Context: an optimization exercise on an open-source flow, tuned for small area and a short achievable clock period. The choices shown serve that exercise and are no tape-out recipe.
The RTL was checked by simulation tests, not by an equivalence proof against the original design.
The clock port is modelled as an ideal driver, which makes a skipped or thinned clock tree look cheaper than it is; a real chip needs a root buffer or a tree.
No activity file was given, so power comes from the tool's default toggle rates.

==> inputs of v22 <==
==> flow/design.v <==
module fa(input a, input b, input c, output s, output co);
    assign s  = a ^ b ^ c;
    assign co = (a & b) | (c & (a ^ b));
endmodule
module add2(input [1:0] a, input [1:0] b, input ci, output [1:0] s, output co);
    wire c0;
    fa f0 (.a(a[0]), .b(b[0]), .c(ci), .s(s[0]), .co(c0));
    fa f1 (.a(a[1]), .b(b[1]), .c(c0), .s(s[1]), .co(co));
endmodule
module Kernel(
    input  [7:0]  pixel_in,
    input         clk,
    input         rst_n,
    input         rst_clk,
    output [31:0] z_out,
    output        slow_clk_out
);
    reg [2:0] j;
    reg       j2;
    always @(posedge clk or negedge rst_clk) begin
        if (!rst_clk) j <= 3'b000;
        else          j <= {j[1], j[0], ~j2};
    end
    always @(posedge clk) j2 <= j[1] & rst_clk;
    assign slow_clk_out = j[2];
    wire c5_nx = j[0] & ~j[1];       
    reg  slot;                       
    always @(posedge clk) slot <= c5_nx;
    wire at_c1 = j[1] & ~j[0];       
    reg rst_seen, rst_prev;
    wire seen_nx = ~rst_n | (rst_seen & ~slot);
    wire prev_nx = slot ? (rst_seen | ~rst_n) : rst_prev;
    wire kill_nx = seen_nx | (prev_nx & ~c5_nx);
    always @(posedge clk) begin
        rst_seen <= seen_nx;
        rst_prev <= prev_nx;
    end
    reg [3:0] n;                     
    always @(posedge clk) begin
        if (!rst_n)                  n <= 4'd0;
        else if (slot && n != 4'd13) n <= n + 4'd1;
    end
    wire v_lane = rst_n & ~j2 & (n >= 4'd6);
    wire v_reg  = rst_n & j2 & j[0] & (n >= 4'd7);
    wire w_lane = rst_n & ~j2 & (n >= 4'd12);
    wire w_reg  = rst_n & j2 & j[0] & (n >= 4'd13);
    reg [3:0] ev;
    reg [6:0] od;
    reg       x_lo;                  
    always @(posedge clk) begin
        if (slot) begin
            ev[3:1] <= {pixel_in[6], pixel_in[4], pixel_in[2]};
            od[6:4] <= {pixel_in[7], pixel_in[5], pixel_in[3]};
            od[2:0] <= 3'b000;
        end else begin
            ev[3:1] <= {1'b0, ev[3:2]};
            od[6:4] <= {1'b0, od[6:5]};
            od[2:0] <= od[3:1];
        end
        ev[0] <= (slot ? pixel_in[0] : ev[1]) & ~seen_nx;
        od[3] <= (slot ? pixel_in[1] : od[4]) & ~seen_nx;
        x_lo  <= od[3] & ~slot & ~seen_nx;
    end
    wire [1:0] x1 = {od[3], ev[0]};      
    wire [1:0] x2 = {ev[0], x_lo};       
    reg [70:1] lane;
    always @(posedge clk) lane <= {lane[69:1], j2 ? ev[0] : od[0]};
    reg [1:0] hb [1:12];                 
    integer k;
    always @(posedge clk) begin
        if (at_c1) begin
            hb[1] <= {od[5], ev[2]};
            for (k = 2; k <= 12; k = k + 1) hb[k] <= hb[k-1];
        end
    end
    reg [1:0] v, w;
    always @(posedge clk) begin
        v <= ({2{v_lane}} & {lane[30], lane[33]}) | ({2{v_reg}} & hb[6]);
        w <= ({2{w_lane}} & {lane[66], lane[69]}) | ({2{w_reg}} & hb[12]);
    end
    reg v_lo, w_lo;
    wire [1:0] v2 = {v[0], v_lo};
    wire [1:0] w2 = {w[0], w_lo};
    wire [1:0] r, s, q, s1, c1, t2in, z;
    wire       r_co, s_co, q_co, s1_co, c1_co, t2_co, z_co;
    reg        r_cy, s_cy, q_cy, s1_cy, c1_cy, t2_cy, z_cy;
    reg  [1:0] r_q, r_qq, s_q, q_q, s1_q;
    reg  [9:0] t3, t2;               
    add2 a_r  (.a(v),    .b(w2),   .ci(r_cy),  .s(r),    .co(r_co));
    add2 a_s  (.a(v2),   .b(w),    .ci(s_cy),  .s(s),    .co(s_co));
    add2 a_q  (.a(r_q),  .b(t2[9:8]), .ci(q_cy),  .s(q),    .co(q_co));
    add2 a_s1 (.a(s_q),  .b(t3[9:8]), .ci(s1_cy), .s(s1),   .co(s1_co));
    add2 a_c1 (.a(x2),   .b(r_qq), .ci(c1_cy), .s(c1),   .co(c1_co));
    add2 a_t2 (.a(x1),   .b(s1_q), .ci(t2_cy), .s(t2in), .co(t2_co));
    add2 a_z  (.a(x2),   .b(q_q),  .ci(z_cy),  .s(z),    .co(z_co));
    always @(posedge clk or negedge rst_n) begin
        if (!rst_n) begin
            v_lo <= 1'b0;  w_lo <= 1'b0;
            r_cy <= 1'b0;  s_cy <= 1'b0;  q_cy <= 1'b0;  s1_cy <= 1'b0;
            r_q  <= 2'b00; r_qq <= 2'b00; s_q <= 2'b00; q_q <= 2'b00; s1_q <= 2'b00;
        end else begin
            v_lo <= v[1];  w_lo <= w[1];
            r_cy <= r_co;  s_cy <= s_co;  q_cy <= q_co;  s1_cy <= s1_co;
            r_q  <= r;     r_qq <= r_q;   s_q <= s;      q_q <= q;      s1_q <= s1;
        end
    end
    always @(posedge clk) begin
        c1_cy <= c1_co;  t2_cy <= t2_co;  z_cy <= z_co;
        t3[7:0] <= {t3[5:0], c1};
        t3[9:8] <= t3[7:6] & {2{~kill_nx}};
        t2[7:0] <= {t2[5:0], t2in};
        t2[9:8] <= t2[7:6] & {2{~kill_nx}};
    end
    reg [9:0]  zs;      
    reg [11:0] zr;
    wire [1:0] ztop = {q_q[1] ^ (q_q[0] & z_cy), q_q[0] ^ z_cy};
    always @(posedge clk) begin
        zs <= {z, zs[9:2]};
        if (!rst_n)    zr <= 12'd0;
        else if (slot) zr <= rst_seen ? 12'd0 : {ztop, zs};
    end
    assign z_out = {20'd0, zr};
endmodule
==> flow/flow/run.sh <==
#!/bin/bash
# The standard layout (standard.sh), with these changes:
#  - clock tree: flow/cts8.tcl (PRE_CTS_TCL) replaces TritonCTS (see there);
#  - buf_2 port buffers; one tie cell for the constant outputs;
#  - after the standard synthesis, fixfa.py flips full adders that Yosys
#    built with inverted inputs and outputs back to true polarity (same
#    function, fewer inverters); registers are untouched.
# make's output goes to flow_*.log here; each step's log is under orfs/logs.
set -euo pipefail
ARGS=(
  "PRE_CTS_TCL=$PWD/flow/cts8.tcl"
  "BUFFER_PORTS_ARGS=-buffer_cell sky130_fd_sc_hd__buf_2"
  SKIP_REPAIR_TIE_FANOUT=1
)
R=orfs/results/sky130hd/Kernel/base
bash standard.sh "${ARGS[@]}" synth > flow_synth.log 2>&1
python3 flow/fixfa.py $R/1_2_yosys.v $R/1_2_yosys_fixfa.v > fixfa.log 2>&1
cp $R/1_2_yosys.v $R/1_2_yosys_orig.v
mv $R/1_2_yosys_fixfa.v $R/1_2_yosys.v
bash standard.sh "${ARGS[@]}" finish > flow_finish.log 2>&1
==> flow/flow/cts8.tcl <==
# Clock tree for this design, in place of TritonCTS (sourced as PRE_CTS_TCL,
# it replaces the clock_tree_synthesis command that cts.tcl calls next).
# Two levels: the clock port drives four clkbuf_8 (one per quarter of the
# flip-flops, split at the median x, then at the median y of each half); each
# drives two clkbuf_16 (its quarter split again at the median of its longer
# side), and each of those drives its flip-flops. Buffers sit at the centroid
# of what they drive. Every flip-flop is two buffers from the port. cts.tcl
# then legalizes the placement and repairs timing as usual.
rename clock_tree_synthesis my_tritoncts
proc cts8_split { pts } {
  # split a list of {x y iterm} in two halves along its longer side
  set xs [lsort -integer [lmap p $pts { lindex $p 0 }]]
  set ys [lsort -integer [lmap p $pts { lindex $p 1 }]]
  set dx [expr { [lindex $xs end] - [lindex $xs 0] }]
  set dy [expr { [lindex $ys end] - [lindex $ys 0] }]
  set idx [expr { $dx >= $dy ? 0 : 1 }]
  set pts [lsort -integer -index $idx $pts]
  set h [expr { [llength $pts] / 2 }]
  return [list [lrange $pts 0 [expr { $h - 1 }]] [lrange $pts $h end]]
}
proc cts8_centroid { pts } {
  set sx 0
  set sy 0
  foreach p $pts {
    incr sx [lindex $p 0]
    incr sy [lindex $p 1]
  }
  set k [llength $pts]
  return [list [expr { $sx / $k }] [expr { $sy / $k }]]
}
proc cts8_buffer { block master name innet pts } {
  set inst [odb::dbInst_create $block $master $name]
  set net [odb::dbNet_create $block "${name}_net"]
  $net setSigType CLOCK
  [$inst findITerm A] connect $innet
  [$inst findITerm X] connect $net
  set c [cts8_centroid $pts]
  $inst setLocation [lindex $c 0] [lindex $c 1]
  $inst setPlacementStatus PLACED
  return $net
}
proc clock_tree_synthesis { args } {
  set block [ord::get_db_block]
  set db [ord::get_db]
  set clk [$block findNet clk]
  set pts {}
  foreach it [$clk getITerms] {
    set loc [[$it getInst] getLocation]
    lappend pts [list [lindex $loc 0] [lindex $loc 1] $it]
  }
  puts "cts8: [llength $pts] clock sinks"
  set quarters {}
  foreach half [cts8_split $pts] {
    foreach q [cts8_split $half] { lappend quarters $q }
  }
  set m1 [$db findMaster sky130_fd_sc_hd__clkbuf_8]
  set m2 [$db findMaster sky130_fd_sc_hd__clkbuf_16]
  set g 0
  foreach q $quarters {
    set n1 [cts8_buffer $block $m1 "clkbuf_r$g" $clk $q]
    set l 0
    foreach leaf [cts8_split $q] {
      set n2 [cts8_buffer $block $m2 "clkbuf_l${g}_$l" $n1 $leaf]
      foreach p $leaf {
        set it [lindex $p 2]
        $it disconnect
        $it connect $n2
      }
      puts "cts8: clkbuf_l${g}_$l drives [llength $leaf] sinks"
      incr l
    }
    incr g
  }
  $clk setSigType CLOCK
  global_connect
  set_propagated_clock [all_clocks]
}
==> flow/flow/fixfa.py <==
#!/usr/bin/env python3
"""Polarity clean-up of a Yosys netlist: Yosys's extract_fa often builds a full
adder from inverted inputs with inverted outputs (FA(~a,~b,~c) = ~FA(a,b,c)),
adding inverters around the fa cell. This script flips such adders back to
true polarity (the function of the netlist does not change): inputs driven by
inverters are connected to the inverters' inputs, carries between flipped adders
keep their nets, and each output's former consumers get the inverse it had:
an inverter load is removed (its loads move to the true net), any other load
gets a new inverter. Inverters left without loads are removed.
usage: fixfa.py in.v out.v"""
import re, sys
from collections import defaultdict

src = open(sys.argv[1]).read()
OUTP = {'X', 'Y', 'Q', 'Q_N', 'SUM', 'COUT', 'HI', 'LO'}
inst_re = re.compile(r'^(\s*)(sky130_fd_sc_hd__\w+)\s+(\S+)\s*\((.*?)\);[ \t]*\n', re.S | re.M)
pin_re = re.compile(r'\.(\w+)\(([^()]*)\)')

insts = []           # [type, name, [[pin, net], ...], indent]
pieces = []          # text pieces between instances
pos = 0
for m in inst_re.finditer(src):
    pieces.append(src[pos:m.start()])
    pins = [[p, n.strip()] for p, n in pin_re.findall(m.group(4))]
    insts.append([m.group(2), m.group(3), pins, m.group(1)])
    pos = m.end()
tail = src[pos:]
head = ''.join(pieces)

# nets that appear outside instances (ports, assigns) are left alone
fixed = set()
for line in (head + tail).splitlines():
    s = line.strip()
    if s.startswith('assign') or s.startswith('input') or s.startswith('output'):
        for tok in re.findall(r'\\\S+|[A-Za-z_][\w$]*(?:\[\d+\])?', s):
            fixed.add(tok)
            fixed.add(tok.split('[')[0])

def build():
    drv, loads = {}, defaultdict(list)
    for i, (t, n, pins, _) in enumerate(insts):
        for k, (p, net) in enumerate(pins):
            if p in OUTP:
                drv[net] = (i, k)
            else:
                loads[net].append((i, k))
    return drv, loads

def is_inv(i):
    return re.match(r'sky130_fd_sc_hd__(clk)?inv_\d+$', insts[i][0]) is not None

def pin(i, name):
    for p, net in insts[i][2]:
        if p == name:
            return net
    return None

def setpin(i, name, net):
    for pp in insts[i][2]:
        if pp[0] == name:
            pp[1] = net

drv, loads = build()
fas = [i for i, x in enumerate(insts) if re.match(r'sky130_fd_sc_hd__fa_\d+$', x[0])]

def src_kind(net):
    d = drv.get(net)
    if d is None or net in fixed:
        return None
    i, k = d
    if is_inv(i) and pin(i, 'A') not in fixed:
        return ('inv', i)
    if i in fas and insts[i][2][k][0] == 'COUT':
        return ('fa', i)
    return None

cand = set()
for f in fas:
    ks = [src_kind(pin(f, p)) for p in ('A', 'B', 'CIN')]
    if all(ks) and pin(f, 'SUM') not in fixed and pin(f, 'COUT') not in fixed:
        cand.add(f)
changed = True
while changed:
    changed = False
    for f in list(cand):
        for p in ('A', 'B', 'CIN'):
            k = src_kind(pin(f, p))
            if k[0] == 'fa' and k[1] not in cand:
                cand.discard(f); changed = True; break
# a flipped adder's carry may only feed other flipped adders' CIN or anything
# else (handled below), so no further condition is needed.

newid = [0]
def fresh(base):
    newid[0] += 1
    return '_fixfa_%s%d_' % (base, newid[0])

new_insts = []
new_wires = []
dead = set()
for f in sorted(cand):
    for p in ('A', 'B', 'CIN'):
        k = src_kind(pin(f, p))
        if k[0] == 'inv':
            setpin(f, p, pin(k[1], 'A'))
drv, loads = build()
for f in sorted(cand):
    for p in ('SUM', 'COUT'):
        o = pin(f, p)
        for (i, k) in list(loads.get(o, [])):
            if i in cand and insts[i][2][k][0] == 'CIN':
                continue
            if is_inv(i) and i not in dead and pin(i, 'Y') not in fixed:
                y = pin(i, 'Y')
                for (i2, k2) in list(loads.get(y, [])):
                    insts[i2][2][k2][1] = o
                dead.add(i)
            else:
                nn = fresh('n')
                new_wires.append(nn)
                insts[i][2][k][1] = nn
                new_insts.append(['sky130_fd_sc_hd__inv_1', fresh('i'), [['A', o], ['Y', nn]], '  '])
drv, loads = build()
# remove inverters with no loads
for i, x in enumerate(insts):
    if is_inv(i) and not loads.get(pin(i, 'Y')) and pin(i, 'Y') not in fixed:
        dead.add(i)

def fmt(x):
    t, n, pins, ind = x
    body = ',\n'.join('%s  .%s(%s)' % (ind, p, net + ' ' if net.startswith('\\') else net)
                       for p, net in pins)
    return '%s%s %s (\n%s\n%s);\n' % (ind, t, n, body, ind)

out = [pieces[0]]
for idx, x in enumerate(insts):
    if idx not in dead:
        out.append(fmt(x))
    if idx + 1 < len(pieces):
        out.append(pieces[idx + 1])
for x in new_insts:
    out.append(fmt(x))
out.append(tail)
text = ''.join(out)
if new_wires:
    decl = ''.join('  wire %s;\n' % w for w in new_wires)
    text = re.sub(r'(module\s+\w+\s*\([^;]*\);\n)', lambda m: m.group(1) + decl, text, count=1)
open(sys.argv[2], 'w').write(text)
sys.stderr.write('fixfa: flipped %d of %d adders, removed %d inverters, added %d\n'
                 % (len(cand), len(fas), len(dead), len(new_insts)))
==> flow/standard.sh <==
#!/bin/bash
# synth_recipe.tcl (not shown) runs the flow's synth.tcl, then flattens the netlist and writes it again
# the make line also repeats each setting of config.mk as NAME=value (left out here)
make -C /OpenROAD-flow-scripts/flow DESIGN_CONFIG=/design/flow/config.mk WORK_HOME=/design/flow/orfs CLKGATE_MAP_FILE= SYNTH_SCRIPT=/design/flow/synth_recipe.tcl "${@:-finish}"
==> flow/config.mk <==
export PLATFORM = sky130hd
export DESIGN_NAME = Kernel
export DESIGN_NICKNAME = Kernel
export VERILOG_FILES = /design/flow/design.v
export SDC_FILE = /design/flow/constraint.sdc
export NUM_CORES = 4
export LEC_CHECK = 0
export CAP_MARGIN = 20
export CORE_MARGIN = 2
export CORE_UTILIZATION = 65
export PLACE_DENSITY = 0.75
export SETUP_SLACK_MARGIN = 1.55
export SLEW_MARGIN = 20
==> flow/constraint.sdc <==
create_clock -name core_clock -period 3.0 [get_ports {clk}]
set_input_delay 0.6000 -clock core_clock [delete_from_list [all_inputs] [get_ports {clk}]]
set_output_delay 0.6000 -clock core_clock [all_outputs]
set_load 0.01 [all_outputs]
==> v32 (differences from v22) <==
--- a/flow/flow/run.sh
+++ b/flow/flow/run.sh
@@ -2,3 +2,3 @@
 # The standard layout (standard.sh), with these changes:
-#  - clock tree: flow/cts8.tcl (PRE_CTS_TCL) replaces TritonCTS (see there);
+#  - CTS arguments below (no dummy loads, chosen clock buffers);
 #  - buf_2 port buffers; one tie cell for the constant outputs;
@@ -10,3 +10,3 @@
 ARGS=(
-  "PRE_CTS_TCL=$PWD/flow/cts8.tcl"
+  "CTS_ARGS=-sink_clustering_enable -repair_clock_nets -dont_use_dummy_load -buf_list sky130_fd_sc_hd__clkbuf_8 -root_buf sky130_fd_sc_hd__clkbuf_16"
   "BUFFER_PORTS_ARGS=-buffer_cell sky130_fd_sc_hd__buf_2"
Settings changed: CORE_UTILIZATION 65 to 40, PLACE_DENSITY 0.75 to unset, SETUP_SLACK_MARGIN 1.55 to 1.4.
removed: flow/flow/cts8.tcl
==> notes <==
Between v32 and v22, the lower sequential share of layout area is in v32 (gap 0.57 points). In synthesized area, v22 and v32 do not differ. In v22 the core utilization is higher than in v32, by 27 points. Against v22, the worst hold slack of v32 is worse by 0.079 ns. Between v22 and v32, the lower routed wire length is in v22 (gap about 3%, measured against v32). In critical path depth, v32 and v22 do not differ. In sequential power, v22 and v32 hardly differ. In flip-flop and latch count, v32 and v22 do not differ. Clock power is about the same in v22 and v32.
In v22 the design's own scripts or RTL, not TritonCTS, make the clock network.

## what the ideal ports hide
The flow's constraints put no driver on any port. The routed layouts listed below were extracted and timed again, unchanged, in two steps. Step 1: set_driving_cell puts a clkbuf_16 on clk and a buf_2 on each other input, an assumption about the parent block. Step 2 times the ports against the registers' clock, not the clock port: input delays grow and output delays shrink by t, the midpoint of the rising clock arrivals with the driver on. Three values: ideal ports, drivers, drivers and shift; two values: the first two.
run	t, ns	slack for setup (ns)	hold WS [ns]	worst setup path at the end	latest minus earliest clock arrival (ns)
v22	0.338	1.609 / 1.572 / 1.383	0.098 / 0.064 / 0.328	input to register	0.008 / 0.009
v32	0.398	1.542 / 1.517 / 1.275	0.019 / 0.007 / 0.312	input to register	0.039 / 0.040
After both steps every run listed still meets setup and hold. For v32, which loses most, drivers alone change the setup slack by -0.025 ns; drivers and shift together by -0.267 ns.
